This design comes from an exercise in tuning for small area on the open sky130 flow, not from production work.
The RTL was checked by simulation tests, not by an equivalence proof against the original design.
The flow treats the clock pin as an ideal source, which a real chip does not have.
Power is estimated from default activity; no workload was simulated.

// sd_adc
module sd_adc (
    input  bit        clk,
    input  bit        rst,
    input  bit        adc_lvds_pin,
    output bit        adc_fb_pin,
    output bit [15:0] adc_output,
    output bit        adc_valid
);
For scale: about 170 flip-flops, ~21 I/O pins, ~5200 µm² of cells after synthesis.
==> flow/config.mk <==
export PLATFORM = sky130hd
export DESIGN_NAME = sd_adc
export DESIGN_NICKNAME = sd_adc
export VERILOG_FILES = /design/flow/design.v
export SDC_FILE = /design/flow/constraint.sdc
export NUM_CORES = 4
export LEC_CHECK = 0
export CAP_MARGIN = 20
export CORE_MARGIN = 2
export CORE_UTILIZATION = 65
export PLACE_DENSITY = 0.75
export SLEW_MARGIN = 20
==> flow/constraint.sdc <==
create_clock -name core_clock -period 5.0 [get_ports {clk}]
set_input_delay 1.0000 -clock core_clock [delete_from_list [all_inputs] [get_ports {clk}]]
set_output_delay 1.0000 -clock core_clock [all_outputs]
set_load 0.01 [all_outputs]
standard.sh (not shown) runs the stock make flow with config.mk's settings and CLKGATE_MAP_FILE= SYNTH_SCRIPT=/design/flow/synth_recipe.tcl, a recipe that flattens the netlist after the stock synthesis.
==> flow/flow/run.sh <==
#!/bin/bash
# Own layout flow: the standard ORFS flow (standard.sh), with
#  - CTS without dummy loads, built of buf_4; a POST_CTS hook
#    (upsize_clk.tcl) turns the clock buffers whose sinks see more than
#    115 ps of slew into buf_6,
#  - port buffers of the smallest buffer cell,
#  - power recovery (downsizing on paths with slack) after global routing.
# The full output of the flow goes to standard.log in the work folder; ORFS
# keeps each step's own log under orfs/logs.
set -euo pipefail
export CTS_ARGS='-sink_clustering_enable -repair_clock_nets -dont_use_dummy_load -buf_list sky130_fd_sc_hd__buf_4'
export POST_CTS_TCL="$PWD/flow/upsize_clk.tcl"
export BUFFER_PORTS_ARGS='-buffer_cell sky130_fd_sc_hd__buf_1'
export RECOVER_POWER=100
bash standard.sh > standard.log 2>&1
==> flow/flow/upsize_clk.tcl <==
# POST_CTS hook: the clock tree is built of buf_4; each clock buffer whose
# sinks see a slew above 115 ps (placement parasitics) becomes a buf_6,
# then the placement is legalized again.
estimate_parasitics -placement
set n 0
foreach inst [get_cells clkbuf*] {
  set worst 0
  set out [get_pins -of_objects $inst -filter "direction==output"]
  foreach p [get_pins -of_objects [get_nets -of_objects $out] -filter "direction==input"] {
    foreach k {slew_max_rise slew_max_fall} {
      set s [get_property $p $k]
      if {$s > $worst} { set worst $s }
    }
  }
  if {$worst > 0.115} {
    replace_cell $inst sky130_fd_sc_hd__buf_6
    incr n
  }
}
puts "upsize_clk: $n clock buffers upsized to buf_6"
detailed_placement
check_placement -verbose
The first run completed with no timing, DRC or antenna violations.
Next try:
--- a/flow/flow/run.sh
+++ b/flow/flow/run.sh
@@ -3,3 +3,2 @@
-#  - CTS without dummy loads, built of buf_4; a POST_CTS hook
-#    (upsize_clk.tcl) turns the clock buffers whose sinks see more than
-#    115 ps of slew into buf_6,
+#  - CTS without dummy loads, with buf_6 as the clock buffer (same drive
+#    as clkbuf_8 at less area),
@@ -11,2 +10 @@
-export CTS_ARGS='-sink_clustering_enable -repair_clock_nets -dont_use_dummy_load -buf_list sky130_fd_sc_hd__buf_4'
-export POST_CTS_TCL="$PWD/flow/upsize_clk.tcl"
+export CTS_ARGS='-sink_clustering_enable -repair_clock_nets -dont_use_dummy_load -buf_list sky130_fd_sc_hd__buf_6'
--- a/flow/config.mk
+++ b/flow/config.mk
@@ -10,2 +10 @@
-export CORE_UTILIZATION = 65
-export PLACE_DENSITY = 0.75
+export CORE_UTILIZATION = 40
removed: flow/flow/upsize_clk.tcl
After rerunning:
- The changed run finished with timing, DRC and antenna clean
- synthesized area does not change
- wire length went up by 2.4%
- die area is higher by about 60%
Next try:
--- a/flow/flow/run.sh
+++ b/flow/flow/run.sh
@@ -3,2 +3,3 @@
-#  - CTS without dummy loads, with buf_6 as the clock buffer (same drive
-#    as clkbuf_8 at less area),
+#  - CTS without dummy loads, built of buf_4; a POST_CTS hook
+#    (upsize_clk.tcl) turns the clock buffers whose sinks see more than
+#    115 ps of slew into buf_6,
@@ -10 +11,2 @@
-export CTS_ARGS='-sink_clustering_enable -repair_clock_nets -dont_use_dummy_load -buf_list sky130_fd_sc_hd__buf_6'
+export CTS_ARGS='-sink_clustering_enable -repair_clock_nets -dont_use_dummy_load -buf_list sky130_fd_sc_hd__buf_4'
+export POST_CTS_TCL="$PWD/flow/upsize_clk.tcl"
==> flow/flow/upsize_clk.tcl (new file) <==
# POST_CTS hook: the clock tree is built of buf_4; each clock buffer whose
# sinks see a slew above 115 ps (placement parasitics) becomes a buf_6,
# then the placement is legalized again.
estimate_parasitics -placement
set n 0
foreach inst [get_cells clkbuf*] {
  set worst 0
  set out [get_pins -of_objects $inst -filter "direction==output"]
  foreach p [get_pins -of_objects [get_nets -of_objects $out] -filter "direction==input"] {
    foreach k {slew_max_rise slew_max_fall} {
      set s [get_property $p $k]
      if {$s > $worst} { set worst $s }
    }
  }
  if {$worst > 0.115} {
    replace_cell $inst sky130_fd_sc_hd__buf_6
    incr n
  }
}
puts "upsize_clk: $n clock buffers upsized to buf_6"
detailed_placement
check_placement -verbose
=>
- The new run ran to the end with no violations
- cell area came out lower by 0.81%
- routed wire length is about the same
- total power came out lower by 3.6%
- non-clock buffer count does not change
- global-route usage came out lower by 0.10 points
- cell count is unchanged
- synthesized cell count does not change

sd_adc again, from the RTL that the note above started with.
clock: 5.0 ns
lec_check: 0
cap_margin: 20
core_margin: 2
core_utilization: 40
slew_margin: 20
==> flow/flow/run.sh <==
#!/bin/bash
# Own layout flow: the standard ORFS flow (standard.sh), with
#  - CTS without dummy loads, with buf_6 as the clock buffer (same drive
#    as clkbuf_8 at less area),
#  - port buffers of the smallest buffer cell,
#  - power recovery (downsizing on paths with slack) after global routing.
# The full output of the flow goes to standard.log in the work folder; ORFS
# keeps each step's own log under orfs/logs.
set -euo pipefail
export CTS_ARGS='-sink_clustering_enable -repair_clock_nets -dont_use_dummy_load -buf_list sky130_fd_sc_hd__buf_4'
export BUFFER_PORTS_ARGS='-buffer_cell sky130_fd_sc_hd__buf_1'
export RECOVER_POWER=100
bash standard.sh > standard.log 2>&1
The starting point went through all stages and came out clean.
Then changed:
==> flow/flow/run.sh (replaced) <==
#!/bin/bash
# Own layout flow: the standard ORFS flow (standard.sh), with
#  - CTS without dummy loads and with small clock buffers,
#  - port buffers of the smallest buffer cell,
#  - power recovery (downsizing on paths with slack) after global routing.
# The full output of the flow goes to standard.log in the work folder; ORFS
# keeps each step's own log under orfs/logs.
set -euo pipefail
export CTS_ARGS='-sink_clustering_enable -repair_clock_nets -dont_use_dummy_load -buf_list "sky130_fd_sc_hd__clkbuf_2 sky130_fd_sc_hd__clkbuf_4 sky130_fd_sc_hd__clkbuf_8"'
export BUFFER_PORTS_ARGS='-buffer_cell sky130_fd_sc_hd__buf_1'
export RECOVER_POWER=100
bash standard.sh > standard.log 2>&1
- CTS_BUF_LIST: not set -> sky130_fd_sc_hd__clkbuf_2 sky130_fd_sc_hd__clkbuf_4 sky130_fd_sc_hd__clkbuf_8
=> The new run passed the timing, DRC and antenna checks. Via count increases by 1.5%. Setup slack gets better by 0.0060 ns. Cell area increases by 1.9%. Sequential power stays flat.

==> static timing again, ports no longer ideal <==
The results above use ideal ports. As a check the final layouts listed here were re-extracted and re-timed, cells and wires unchanged.
Step 1 (the two cells are an assumption about what drives the block):
set clk [get_ports {clk}]
set_driving_cell -lib_cell sky130_fd_sc_hd__clkbuf_16 $clk
set_driving_cell -lib_cell sky130_fd_sc_hd__buf_2 [delete_from_list [all_inputs] $clk]
Step 2, shift: input delay + t, output delay - t, t = (earliest + latest rising clock arrival at the registers) / 2. This alone moves slack from input paths to output paths.
Three values: ideal ports, drivers, drivers and shift; two values: the first two.
run	shift t [ns]	setup WS [ns]	latest minus earliest clock arrival (ns)
the first run of note 1	0.392	0.786 / 0.786 / 0.786	0.026 / 0.027
the second run of note 1	0.425	0.825 / 0.825 / 0.825	0.040 / 0.040
the third run of note 1	0.391	0.820 / 0.820 / 0.820	0.032 / 0.031
the first run of note 2	0.455	0.819 / 0.819 / 0.819	0.050 / 0.049
the second run of note 2	0.456	0.825 / 0.825 / 0.825	0.040 / 0.040
After both steps setup and hold are still met in every run listed.
